From an optimization exercise on the open Yosys and OpenROAD flow, aimed at small area, a short achievable clock period and few clock cycles; shortcuts taken in it are not production practice.
For this run, only the layout was checked, not whether the RTL still works.
Power figures rest on the tool's default switching activity, not on a simulated workload.

==> design/flow/design.v <==
module SP_wocg(
	clk,
	rst_n,
	in_valid,
	in_data,
	in_mode,
	out_valid,
	out_data
);
input clk, rst_n, in_valid;
input [2:0] in_mode;
input [8:0] in_data;
output reg out_valid;
output reg [8:0] out_data;
genvar idx;
integer i;
localparam IDLE = 4'b0000;
localparam INV  = 4'b0001;
localparam MUL  = 4'b0010;
localparam SORT = 4'b0100;
localparam SUM  = 4'b1000;
reg [3:0] cur_state,next_state;
reg [4:0] cnt;
reg [2:0] cnt_data;
reg [8:0] data_temp;
reg [10:0] data_sum [0:5]; 
reg [2:0] mode_r;
wire idle_state = cur_state == IDLE;
wire inv_in_valid  = cur_state[0] && cnt < 6;
wire mul_in_valid  = cur_state[1] && cnt < 6;
wire sort_in_valid = cur_state[2] && cnt < 6;
wire sum_in_valid  = cur_state[3] && cnt < 6;
wire inv_out_valid,mul_out_valid,sort_out_valid;
wire [8:0] inv_out_data,mul_out_data,sort_out_data;
wire [8:0] sum_mod_out_w;   
wire inv_done  = cur_state[0] && cnt == 'd18;
wire mul_done  = cur_state[1] && cnt == 'd12;
wire sort_done = cur_state[2] && cnt == 'd11;
reg  sum_done ;
wire mode0_cnt_flag = cur_state[3] && mode_r == 'd0 && cnt == 'd5;
always @(posedge clk or negedge rst_n) begin
	if (!rst_n) begin
		cur_state <= IDLE;
	end
	else begin
		cur_state <= next_state;
	end
end
always @(*) begin
	case(cur_state)
		IDLE : next_state = in_valid  ? in_mode[0] ? INV : in_mode[1] ? MUL : in_mode[2] ? SORT : SUM : IDLE;
		INV  : next_state = inv_done  ? mode_r[1] ? MUL : mode_r[2] ? SORT : SUM : INV;
		MUL  : next_state = mul_done  ? mode_r[2] ? SORT : SUM : MUL;
		SORT : next_state = sort_done ? SUM : SORT;
		SUM  : next_state = sum_done  ? IDLE : SUM;
		default : next_state = IDLE;
	endcase
end
always @(*) begin 
	if(cur_state[3]) begin
		if(mode_r == 'd0) sum_done = cnt == 'd12;
		else sum_done = cnt == 'd7;
	end
	else sum_done = 0;
end
always @(posedge clk or negedge rst_n) begin
	if (!rst_n) begin
		cnt <= 'd0;
	end
	else begin
		if(idle_state) cnt <= 'd0;
		else if(inv_done | mul_done | sort_done) cnt <= 'd0;
		else cnt <= cnt + 'd1;
	end
end
always @(posedge clk or negedge rst_n) begin
	if (!rst_n) begin
		cnt_data <= 'd0;
	end
	else begin
		if(inv_in_valid)  cnt_data <= cnt_data + 'd1;
		else if(mul_in_valid)  cnt_data <= cnt_data + 'd1;
		else if(sort_in_valid) cnt_data <= cnt_data + 'd1;
		else if(mode0_cnt_flag) cnt_data <= 'd1;
		else if(cur_state[3])  cnt_data <= cnt_data + 'd1;
		else if(inv_done | mul_done | sort_done | sum_done) cnt_data <= 'd0;
	end
end
always @(posedge clk or negedge rst_n) begin
	if (!rst_n) begin
		mode_r <= 'd0;
	end
	else if(in_valid && idle_state)begin
		mode_r <= in_mode;
	end
end
always @(posedge clk or negedge rst_n) begin
	if (!rst_n) begin
		data_temp <= 'd0;
	end
	else begin
		if(in_valid) data_temp <= in_data;
		else if(inv_out_valid)  data_temp <= inv_out_data;
		else if(mul_out_valid)  data_temp <= mul_out_data;
		else if(sort_out_valid) data_temp <= sort_out_data;
	end
end
always @(posedge clk or negedge rst_n) begin
	if (!rst_n) begin
		for(i=0;i<6;i=i+1) begin
			data_sum[i] <= 'd0;
		end
	end
	else begin
		if(inv_in_valid) begin
			data_sum[cnt_data] <= data_sum[cnt_data] + data_temp;   
		end
		else if(mul_in_valid)  begin 
			if(mode_r[0]) data_sum[cnt_data] <= data_sum[cnt_data] + data_temp;   
			else data_sum[cnt_data] <= data_sum[cnt_data] + (data_temp << 1);   
		end
		else if(sort_in_valid) begin
			if(mode_r[1:0] == 'd0) data_sum[cnt_data] <= (data_sum[cnt_data] + data_temp) + (data_temp << 1);   
			else if(mode_r[1]) data_sum[cnt_data] <= data_sum[cnt_data] + data_temp;  
			else data_sum[cnt_data] <= data_sum[cnt_data] + (data_temp << 1);  
		end
		else if(sum_in_valid)  begin
			if(mode_r[2:0] == 'd0) data_sum[cnt_data] <= data_sum[cnt_data] + (data_temp << 2);   
			else if(mode_r[2]) data_sum[cnt_data] <= data_sum[cnt_data] + data_temp;  
			else if(mode_r[1]) data_sum[cnt_data] <= data_sum[cnt_data] + (data_temp << 1);  
			else data_sum[cnt_data] <= (data_sum[cnt_data] + data_temp) + (data_temp << 1);  
		end
		else if(idle_state) begin
			for(i=0;i<6;i=i+1) begin
				data_sum[i] <= 'd0;
			end
		end
	end
end
always @(posedge clk or negedge rst_n) begin
	if (!rst_n) begin
		out_data <= 'd0;
	end
	else begin
		if(sum_done) out_data <= 'd0;
		else if(cur_state[3]) begin 
			if(mode_r == 'd0) out_data <= cnt > 'd5 ? sum_mod_out_w : 'd0;
			else out_data <= cnt > 'd0 ? sum_mod_out_w : 'd0;
		end
	end
end
always @(posedge clk or negedge rst_n) begin
	if (!rst_n) begin
		out_valid <= 0;
	end
	else begin
		if(sum_done) out_valid <= 0;
		else if(cur_state[3]) begin 
			if(mode_r == 'd0) out_valid <= cnt > 'd5 ? 1 : 0;
			else out_valid <= cnt > 'd0 ? 1 : 0;
		end
	end
end
Modular_Inv Inv_inst (.clk(clk),.rst_n(rst_n),.in_valid(inv_in_valid),.in_data(data_temp),.out_valid(inv_out_valid) ,.out_data(inv_out_data));
Modular_Mul Mul_inst (.clk(clk),.rst_n(rst_n),.in_valid(mul_in_valid),.in_data(data_temp),.out_valid(mul_out_valid) ,.out_data(mul_out_data));
Sort      Sort_inst (.clk(clk),.rst_n(rst_n),.in_valid(sort_in_valid),.in_data(data_temp),.out_valid(sort_out_valid),.out_data(sort_out_data));
Modular_509 U_inst_C(.in_data({7'd0,data_sum[cnt_data - 1]}),.out_data(sum_mod_out_w));
endmodule
module Modular_509(in_data,out_data);
parameter BIAS = 9'd509;
input [17:0] in_data;
output reg [8:0] out_data;
wire  [10:0] tmp = (in_data[8:0] + in_data[17:9]) + (in_data[17:9] << 1);
wire  [10:0] tmp_bias_509  = tmp - BIAS;
wire  [10:0] tmp_bias_1018 = tmp - (BIAS<<1);
wire  [10:0] tmp_bias_1527 = tmp - (BIAS<<1) - BIAS;
wire  [10:0] tmp_bias_2036 = tmp - (BIAS<<2);
always @(*) begin
	if(tmp < BIAS) out_data = tmp;
	else if(tmp_bias_509  < BIAS) out_data = tmp_bias_509 ;
	else if(tmp_bias_1018 < BIAS) out_data = tmp_bias_1018;
	else if(tmp_bias_1527 < BIAS) out_data = tmp_bias_1527;
	else out_data = tmp_bias_2036;
end
endmodule
module Modular_Inv(clk,rst_n,in_valid,in_data,out_valid,out_data);
input  [8:0] in_data;
input  clk,rst_n,in_valid;
output out_valid;
output [8:0] out_data;
localparam IDLE = 2'b00;
localparam CAL  = 2'b01;
localparam OUT  = 2'b10;
reg [1:0] cur_state,next_state;
reg [5:0] st_end_flag_r;
reg pulse;
reg [3:0] cnt;
reg [17:0] data_A_r[0:5],data_B_r[0:5];
wire cal_done = cnt == 'd12;
wire out_done = cnt == 'd5 && cur_state[1];
reg  [5:0] stall_flag_r;
wire  [8:0] modA_out_w[0:2];
wire  [8:0] modB_out_w[0:2];
reg  [17:0] modA_in_w [0:2];
reg  [17:0] modB_in_w [0:2];
wire [17:0] mulA_out_w[0:2];
wire [17:0] mulB_out_w[0:2];
reg   [8:0] mulA_in_w [0:2];
reg   [8:0] mulB_in_w [0:2];
genvar idx;
integer i;
assign out_valid = cur_state[1];
assign out_data = out_valid ? data_A_r[cnt] : 'd0;
always @(posedge clk or negedge rst_n) begin
	if (!rst_n) begin
		cur_state <= IDLE;
	end
	else begin
		cur_state <= next_state;
	end
end
always @(*) begin
	case(cur_state)
		IDLE:next_state = in_valid ? CAL : IDLE;
		CAL :next_state = cal_done ? OUT : CAL ;
		OUT :next_state = out_done ? IDLE: OUT ;
		default: next_state = IDLE;
	endcase
end
generate
	for(idx=0;idx<3;idx=idx+1) begin
		Modular_509 U_inst_A(.in_data(modA_in_w[idx]),.out_data(modA_out_w[idx]));
		Modular_509 U_inst_B(.in_data(modB_in_w[idx]),.out_data(modB_out_w[idx]));
	end
endgenerate
generate
	for(idx=0;idx<3;idx=idx+1) begin
		assign mulA_out_w[idx] =  mulA_in_w[idx] * mulB_in_w[idx];
		assign mulB_out_w[idx] =  mulB_in_w[idx] * mulB_in_w[idx];
	end
endgenerate
always @(*) begin 
	for(i=0;i<3;i=i+1) begin
		if(pulse)
			mulA_in_w[i] = data_A_r[2*i];
		else
			mulA_in_w[i] = data_A_r[2*i+1];
	end
end
always @(*) begin 
	for(i=0;i<3;i=i+1) begin
		if(pulse)
			mulB_in_w[i] = data_B_r[2*i];
		else
			mulB_in_w[i] = data_B_r[2*i+1];
	end
end
always @(*) begin 
	for(i=0;i<3;i=i+1) begin
		if(!pulse)
			modA_in_w[i] = data_A_r[2*i];
		else
			modA_in_w[i] = data_A_r[2*i+1];
	end
end
always @(*) begin 
	for(i=0;i<3;i=i+1) begin
		if(!pulse)
			modB_in_w[i] = data_B_r[2*i];
		else
			modB_in_w[i] = data_B_r[2*i+1];
	end
end
always @(posedge clk or negedge rst_n) begin
	if (!rst_n) begin
		cnt <= 'd0;
	end
	else begin
		if(in_valid) cnt <= cnt + 'd1;
		else if(cal_done | out_done) cnt <= 'd0;
		else if(cur_state[1]) cnt <= cnt + 'd1;
		else if(pulse) cnt <= cnt + 'd1;
	end
end
always @(posedge clk or negedge rst_n) begin
	if (!rst_n) begin
		stall_flag_r <= 'd0;
	end
	else begin
		if(cnt == 'd3 && cur_state[0]) stall_flag_r <= 6'b000001;
		else if(cnt == 'd4 && cur_state[0]) stall_flag_r <= 6'b000011;
		else stall_flag_r <= stall_flag_r << 1;
	end
end
always @(posedge clk or negedge rst_n) begin
	if (!rst_n) begin
		pulse <= 0;
	end
	else begin
		if(out_done) pulse <= 0;
		else if(cur_state[0] | cur_state[1]) pulse <= ~pulse;
	end
end
always @(posedge clk or negedge rst_n) begin
	if (!rst_n) begin
		st_end_flag_r <= 'd0;
	end
	else begin
		if(in_valid) st_end_flag_r[cnt] <= 1;
		else if(cur_state[1]) st_end_flag_r[cnt] <= 0;
	end
end
always @(posedge clk or negedge rst_n) begin
	if (!rst_n) begin
		for(i=0;i<6;i=i+1) begin
			data_A_r[i] <= 'd0;
		end
	end
	else begin
		for(i=0;i<6;i=i+2) begin  
			if(in_valid && cnt == i)  data_A_r[i] <= in_data;
			else if(stall_flag_r[i])  data_A_r[i] <= data_A_r[i];
			else if(st_end_flag_r[i]) data_A_r[i] <= !pulse ? modA_out_w[i>>1] : mulA_out_w[i>>1];
			else data_A_r[i] <= 'd0;
		end
		for(i=1;i<6;i=i+2) begin  
			if(in_valid && cnt == i)  data_A_r[i] <= in_data;
			else if(stall_flag_r[i])  data_A_r[i] <= data_A_r[i];
			else if(st_end_flag_r[i]) data_A_r[i] <= !pulse ? mulA_out_w[i>>1] : modA_out_w[i>>1];
			else data_A_r[i] <= 'd0;
		end
	end
end
always @(posedge clk or negedge rst_n) begin
	if (!rst_n) begin
		for(i=0;i<6;i=i+1) begin
			data_B_r[i] <= 'd0;
		end
	end
	else begin
		for(i=0;i<6;i=i+2) begin  
			if(in_valid && cnt == i) data_B_r[i] <= in_data*in_data;
			else if(st_end_flag_r[i]) data_B_r[i] <= !pulse ? modB_out_w[i>>1] : mulB_out_w[i>>1] ;
			else data_B_r[i] <= 'd0;
		end
		for(i=1;i<6;i=i+2) begin  
			if(in_valid && cnt == i) data_B_r[i] <= in_data*in_data;
			else if(st_end_flag_r[i]) data_B_r[i] <= !pulse ? mulB_out_w[i>>1] : modB_out_w[i>>1];
			else data_B_r[i] <= 'd0;
		end
	end
end
endmodule
module Modular_Mul(clk,rst_n,in_valid,in_data,out_valid,out_data);
input  [8:0] in_data;
input  clk,rst_n,in_valid;
output out_valid;
output [8:0] out_data;
localparam IDLE = 2'b00;
localparam CAL  = 2'b01;
localparam OUT  = 2'b10;
reg [1:0] cur_state,next_state;
reg [3:0] cnt;
reg [8:0] b_r[0:5];
reg [8:0] tmp_mod_r;
reg [8:0] tmp1_r;
reg [8:0] tmp2_r;
reg [8:0] tmp3_r;
reg [8:0] tmp4_r;
reg [17:0] tmp_r;
genvar idx;
integer i;
wire [8:0] mod_out_w;
reg  [8:0] in_mul_A_w,in_mul_B_w;
Modular_509 U_inst_C(.in_data(tmp_r),.out_data(mod_out_w));
assign out_valid = cur_state[1];
assign out_data  = out_valid ? tmp_mod_r : 'd0;
always @(posedge clk or negedge rst_n) begin
	if (!rst_n) begin
		cur_state <= IDLE;
	end
	else begin
		cur_state <= next_state;
	end
end
always @(*) begin
	case(cur_state)
		IDLE:next_state = in_valid ? CAL : IDLE;
		CAL :next_state = cnt == 'd10 ? OUT : CAL ;
		OUT :next_state = cnt == 'd0 ? IDLE: OUT ;
		default: next_state = IDLE;
	endcase
end
always @(*) begin
	if(in_valid) begin
		in_mul_A_w = b_r[0];
	end
	else begin
		case(cnt)
			'd5 :in_mul_A_w = b_r[0];
			'd6 :in_mul_A_w = tmp_mod_r;
			'd7 :in_mul_A_w = tmp2_r;
			'd8 :in_mul_A_w = tmp1_r;
			'd9 :in_mul_A_w = b_r[0];
			'd10:in_mul_A_w = b_r[1];
			'd11:in_mul_A_w = b_r[2];
			'd12:in_mul_A_w = b_r[3];
			'd13:in_mul_A_w = b_r[4];
			'd14:in_mul_A_w = b_r[5];
			default:in_mul_A_w = 'd0;
		endcase
	end
end
always @(*) begin
	if(in_valid) begin
		in_mul_B_w = in_data;
	end
	else begin
		case(cnt)
			'd5 :in_mul_B_w = b_r[5];
			'd6 :in_mul_B_w = tmp4_r;
			'd7 :in_mul_B_w = tmp4_r;
			'd8 :in_mul_B_w = tmp4_r;
			'd9 :in_mul_B_w = tmp_mod_r;
			'd10:in_mul_B_w = tmp_mod_r;
			'd11:in_mul_B_w = tmp3_r;
			'd12:in_mul_B_w = tmp3_r;
			'd13:in_mul_B_w = tmp1_r;
			'd14:in_mul_B_w = tmp2_r;
			default:in_mul_B_w = 'd0;
		endcase
	end
end
always @(posedge clk or negedge rst_n) begin
	if (!rst_n) begin
		cnt <= 'd0;
	end
	else begin
		if(cur_state[0] | cur_state[1]) cnt <= cnt + 'd1; 
		else if(cur_state == IDLE) cnt <= 'd0;
	end
end
always @(posedge clk or negedge rst_n) begin
	if (!rst_n) begin
		for(i=0;i<6;i=i+1) begin
			b_r[i] <= 'd0;
		end
	end
	else begin
		if(in_valid) begin
			for(i=0;i<5;i=i+1) begin
				b_r[0] <= in_data;
				b_r[i+1] <= b_r[i];
			end
		end
	end
end
always @(posedge clk or negedge rst_n) begin
	if (!rst_n) begin
		tmp_r <= 'd0;
	end
	else begin
		tmp_r <= in_mul_A_w * in_mul_B_w;
	end
end
always @(posedge clk or negedge rst_n) begin
	if (!rst_n) begin
		tmp_mod_r <= 'd0;
	end
	else begin
		tmp_mod_r <= mod_out_w;
	end
end
always @(posedge clk or negedge rst_n) begin
	if (!rst_n) begin
		tmp1_r <= 'd0;
	end
	else begin
		tmp1_r <= cur_state[1] ? tmp1_r : tmp_mod_r;
	end
end
always @(posedge clk or negedge rst_n) begin
	if (!rst_n) begin
		tmp2_r <= 'd0;
	end
	else begin
		tmp2_r <= cur_state[1] ? tmp2_r : tmp1_r;
	end
end
always @(posedge clk or negedge rst_n) begin
	if (!rst_n) begin
		tmp3_r <= 'd0;
	end
	else begin
		tmp3_r <= cur_state[1] ? tmp3_r : tmp2_r;
	end
end
always @(posedge clk or negedge rst_n) begin
	if (!rst_n) begin
		tmp4_r <= 'd0;
	end
	else begin
		tmp4_r <= tmp3_r;
	end
end
endmodule
module Sort(clk,rst_n,in_valid,in_data,out_valid,out_data);
input  [8:0] in_data;
input  clk,rst_n,in_valid;
output out_valid;
output [8:0] out_data;
integer i;
reg [8:0] data_r[0:5];
reg [4:0] st_flag_r;
reg [1:0] cur_state,next_state;
localparam IDLE = 2'b00;
localparam RD   = 2'b01;
localparam SORT = 2'b10;
localparam OUT  = 2'b11;
wire sort_done = st_flag_r == 'd1 && cur_state == SORT;
wire rd_done = st_flag_r[0] && cur_state == RD;
wire out_done = st_flag_r == 0 && cur_state == OUT;
assign out_valid = cur_state == OUT;
assign out_data  = out_valid ? data_r[5] : 'd0;
always @(posedge clk or negedge rst_n) begin
	if (!rst_n) begin
		cur_state <= IDLE;
	end
	else begin
		cur_state <= next_state;
	end
end
always @(*) begin
	case(cur_state)
		IDLE:next_state = in_valid  ? RD   : IDLE;
		RD  :next_state = rd_done   ? SORT : RD  ;
		SORT:next_state = sort_done ? OUT  : SORT;
		OUT: next_state = out_done  ? IDLE : OUT ;
		default: next_state = IDLE;
	endcase
end
always @(posedge clk or negedge rst_n) begin
	if (!rst_n) begin
		st_flag_r <= 'd0;
	end
	else if (cur_state == IDLE || sort_done) begin
		st_flag_r <= 'b10000;
	end
	else if(rd_done) begin
		st_flag_r <= 'b10101;
	end
	else begin
		st_flag_r <= st_flag_r >> 1;
	end
end
always @(posedge clk or negedge rst_n) begin
	if (!rst_n) begin
		for(i=0;i<6;i=i+1) begin
			data_r[i] <= 'd0;
		end
	end
	else begin
		if(in_valid) begin
			if(in_data > data_r[0]) begin
				data_r[0] <= in_data;
				data_r[1] <= data_r[0];
				data_r[2] <= data_r[1];
				data_r[3] <= data_r[2];
				data_r[4] <= data_r[3];
				data_r[5] <= data_r[4];
			end
			else begin
				data_r[1] <= in_data;
				data_r[2] <= data_r[1];
				data_r[3] <= data_r[2];
				data_r[4] <= data_r[3];
				data_r[5] <= data_r[4];
			end
		end
		else if(cur_state == SORT && st_flag_r[0]) begin   
      		for(i=1;i<5;i=i+2)
      		begin
      		  data_r[i  ] <= (data_r[i] < data_r[i+1]) ? data_r[i+1] : data_r[i  ];
      		  data_r[i+1] <= (data_r[i] < data_r[i+1]) ? data_r[i  ] : data_r[i+1];
      		end
		end
		else if(cur_state == SORT && !st_flag_r[0]) begin
      		for(i=2;i<5;i=i+2)
      		begin
      		  data_r[i  ] <= (data_r[i] < data_r[i+1]) ? data_r[i+1] : data_r[i  ];
      		  data_r[i+1] <= (data_r[i] < data_r[i+1]) ? data_r[i  ] : data_r[i+1];
      		end
		end
		else if(cur_state == OUT) begin
      		for(i=0;i<5;i=i+1)
      		begin
      		  data_r[i+1] <= data_r[i];
      		end
		end
		else if(cur_state == IDLE) begin
			for(i=0;i<6;i=i+1) begin
				data_r[i] <= 'd0;
			end
		end
	end
end
endmodule
==> design/flow/run.sh <==
#!/bin/bash
# synth_recipe.tcl (not shown) runs the flow's synth.tcl, then flattens the netlist and writes it again
# the make line also repeats each setting of config.mk as NAME=value (left out here)
make -C /OpenROAD-flow-scripts/flow DESIGN_CONFIG=/design/flow/config.mk WORK_HOME=/design/flow/orfs CLKGATE_MAP_FILE= SYNTH_SCRIPT=/design/flow/synth_recipe.tcl finish
==> design/flow/config.mk <==
export PLATFORM = sky130hd
export DESIGN_NAME = SP_wocg
export DESIGN_NICKNAME = SP_wocg
export VERILOG_FILES = /design/flow/design.v
export SDC_FILE = /design/flow/constraint.sdc
export NUM_CORES = 4
export LEC_CHECK = 0
export CAP_MARGIN = 20
export CORE_MARGIN = 2
export CORE_UTILIZATION = 40
export SLEW_MARGIN = 20
export SYNTH_MEMORY_MAX_BITS = 16384
==> design/flow/constraint.sdc <==
create_clock -name core_clock -period 8.0 [get_ports {clk}]
set_input_delay 1.6000 -clock core_clock [delete_from_list [all_inputs] [get_ports {clk}]]
set_output_delay 1.6000 -clock core_clock [all_outputs]
set_load 0.01 [all_outputs]
==> summary.txt <==
* CP Launch Type: flop
* CTS Hold Bufs at 0
* Vias/cell at 5.93
* Required time worst endpoint at 8.51 ns
* Sequential-to-total area share from yosys stat at 21.8%
* Final-report max-slew violation count at 0
* # fillers at 14500
* Run status: no timing/DRC/antenna violations
* Total track usage at 24.4%
* TritonRoute pass-1 iters at 10
* Syn Nets at 7869
* Setup TNS at 0 ns
* Leading cell type in the layout, fill and taps excluded: nand2_1
* Number of distinct library cells after synthesis at 101
* Setup WS pre-CTS at 0.798 ns
* Post-CTS setup buffers at 0
* Met2 Resource Use GR at 39.6%
* Initial core utilization at 40.3%
* Clock-pin slew on the worst setup and hold paths at 0.06 ns
* Synth Area per Inst at 8.65 µm²
* Slew @ Worst Pin at 1.21 ns
* Area of the multi-input gates at 43000 µm²
* Wire per inst at 21.2 µm
* PnR worst setup slack at 0.703 ns
* Critical path arrival at 7.80 ns
* Vias in the first global route at 51800
* Initial antenna violation count at 7
* Core area at 148000 µm²
* Final period util at 91.2%
* VDD IR max at 0.00129 V
* Worst setup EP type: flop
* Synth async-reset ratio at 100%
* Flip-flop and latch count after synthesis at 519
* Met1 Use GR at 33.1%
* Worst Clk Skew at 0.0574 ns
* Total congestion overflow at 0
* Setup Crit Path Kind: flop to flop
* Chip height at 390 µm
* Dominant cells by area after synthesis: dfrtp_1 22%, fa_1 14%, ha_1 11%
* Net load switching power at 16.0 mW
* Fin crit period at 7.30 ns
* Finished Core Util at 43.7%
* Wirelength, routed at 187000 µm
* Cts repair resizes at 0
* Most frequent cells in the layout: 789 x nand2_1, 699 x inv_1, 574 x nor2_1
* Gr busiest metal: met2
* RSZ-0062 raised after global routing: no
* Clock sinks at 519
* Largest net degree at the start of global routing at 176
* Top cell type's share of synthesized area at 21.8%
* Combinational group share of total power at 74.0%
* Worst Path Max Fanout at 50
* Post-DRT Antenna Nets at 0
* Synth warnings at 14
* Fin. Hold Viols at 0
* Global placement routability congestion at 0.933
* Tot Pwr at 28.3 mW
* PortBufs at 24
* Grt met3 use at 3.93%
* Sw frac at 56.4%
* Total die area at 152000 µm²
* TritonCTS clock tree: done
* Post-synthesis cell count at 6903
* Pleak at 30.7 nW
* CTS Buf Count at 68
* H-tree depth at 3
* Main synth FF type: dfrtp_1
* Fin nets at 7816
* Max Clock Freq at 0.137 GHz
* Layout cells sized above 1 at 8.46%
* Drt initial violations at 4444
* First-pass GRT wire length at 297000 µm
* Cell taking the most area after synthesis: dfrtp_1
* Maxcap violations at 0
* IO Count at 25
* Remaining DRCs at 0
* Clk pwr share at 11.2%
* Final setup fails at 0
* Die width at 390 µm
* Tightest Hold Check Type: flop to flop
* Root Driver: clkbuf_16
* Rows at 141
* Post-synth EDFFs at 0
* Post-DP HPWL at 144000 µm
* PwrDens at 437 nW/µm²
* Sequential power share at 14.8%
* Relative slew slack at 18.7%
* Internal power at 12.3 mW
* Reg area at 13000 µm²
* Worst-Skew Late Latency at 0.68 ns
* Area growth, synth to finish at 8.42%
* CTS max path bufs at 3
* Vias at 52400
* Area of the mapped netlist at 59700 µm²
cells in the mapped netlist, types with 29 or more instances:
master and number:
nand2_1 790, nor2b_1 60, a22oi_1 71, a31oi_1 52, o22ai_1 93, a222oi_1 49, a21oi_1 320, and3_1 41
nand4_1 41, clkbuf_1 253, dfrtp_1 519, o221ai_1 29, a22o_1 78, inv_1 699, nor3_1 123, a221oi_1 78
nor2_1 574, nand3_1 109, nor4_1 38, and2_1 66, xor2_1 76, a21o_1 99, o31ai_1 35, mux2i_1 129
o21ai_0 317, o211ai_1 45, mux2_2 241, nand2b_1 49, o21bai_1 35, a211oi_1 86, ha_1 538, or3_1 37
fa_1 413, xnor2_1 201, o21a_1 59
final cells by class:
type	count	area share, %
diodes	1	0.00387
clock buffers	94	2.97
clock inverters	28	0.576
inverters	719	4.17
multi-input cells	5378	66.4
flip-flops and latches	519	20.1
well taps	1930	3.73
repair buffers	164	2.06
power groups by stage:
| stage | Sequential (mW) | Clock, mW | Combinational (mW) |
|---|---|---|---|
| floorplan | 3.77 | 0 | 13.7 |
| global placement | 4.19 | 0 | 19.8 |
| detailed placement | 4.20 | 0 | 20.0 |
| CTS | 4.16 | 3.22 | 20.1 |
| global route | 4.25 | 3.32 | 22.6 |
| finish | 4.18 | 3.17 | 20.9 |
flip-flops by register name, indices dropped and copies added, names as in the netlist, 9 cells and up:
signal	count
out_data	9
Inv_inst.data_A_r	108
Mul_inst.tmp_mod_r	9
Mul_inst.b_r	54
Mul_inst.tmp2_r	9
Mul_inst.tmp1_r	9
Mul_inst.tmp_r	18
Mul_inst.tmp4_r	9
Mul_inst.tmp3_r	9
data_sum	66
data_temp	9
Inv_inst.data_B_r	108
Sort_inst.data_r	54
worst paths after layout:
kind                                                 from                                    to  slack, ns  cells after the start
max                            Inv_inst.pulse$_DFFE_PN0P_     Inv_inst.data_B_r[1][8]$_DFF_PN0_       0.70                     18
max in group asynchronous                           rst_n  Inv_inst.data_A_r[5][13]$_DFFE_PN0P_       5.37                      3
max reg2reg                    Inv_inst.pulse$_DFFE_PN0P_     Inv_inst.data_B_r[1][8]$_DFF_PN0_       0.70                     18
min reg2reg                Mul_inst.tmp3_r[2]$_DFFE_PN0N_          Mul_inst.tmp4_r[2]$_DFF_PN0_       0.40                      0
min                        Mul_inst.tmp3_r[2]$_DFFE_PN0N_          Mul_inst.tmp4_r[2]$_DFF_PN0_       0.40                      0
min in group asynchronous                           rst_n               out_data[1]$_DFFE_PN0P_       0.89                      1
metal layers:
metal / wire length, µm / part of all wire, %
met2: 86700 / 46
met3: 12000 / 6.4
met4: 6390 / 3.4
met5: 59 / 0.032
met1: 82000 / 44
stage by stage:
step                hold WS [ns]  std cells  area, µm²
detailed placement         0.396       8710      62400
floorplan                  0.370       6903      59700
global placement           0.381       8710      62400
finish                     0.403       8833      64700
CTS                        0.388       8832      64700
global route               0.402       8832      64700
worst max-delay path: stages (launching register included):
cell	delay (ns)
dfrtp_4	0.92
buf_12	0.36
mux2_2	0.40
fa_1	0.46
ha_1	0.25
fa_1	0.69
inv_1	0.17
ha_1	0.35
nand3b_1	0.31
o21ai_0	0.36
nand4_1	0.26
or3_1	0.42
or4_4	0.55
a221oi_4	0.31
or2_1	0.44
nor3_2	0.10
o31a_1	0.31
a21oi_1	0.27
o221ai_1	0.16
kinds of logic (layout without fill, tap and decap cells):
family	Yosys count	count (layout)	synth area share, %
fa+ha+maj	951	951	25.1
buf+inv	1006	1005	6.35
compound gates	1728	1728	20.0
other cells	0	1	0
simple gates	2038	2038	15.5
flops	519	519	21.8
mux	370	370	6.71
xor+xnor	291	291	4.55

[afterwards: timing with drivers on the ports]
The flow's constraints put no driver on any port. The routed layout listed below was extracted and timed again, unchanged, in two steps.
Step 1: set_driving_cell puts a clkbuf_16 on clk and a buf_2 on each other input, an assumption about the parent block.
Step 2 moves the port delays by t, midway between the first and last clock arrival at a register: inputs arrive t later, outputs are due t later. That takes back most of the time a late clock gives input paths.
Three values: ideal, step 1, step 2; two values: the first two.
t, ns: 0.738
setup slack, ns: 0.703 / 0.703 / 0.703
hold slack, ns: 0.403 / 0.403 / 0.403
After both steps this run still meets setup and hold. For this run, drivers alone change the setup slack by 0.000 ns; drivers and shift together by 0.000 ns.
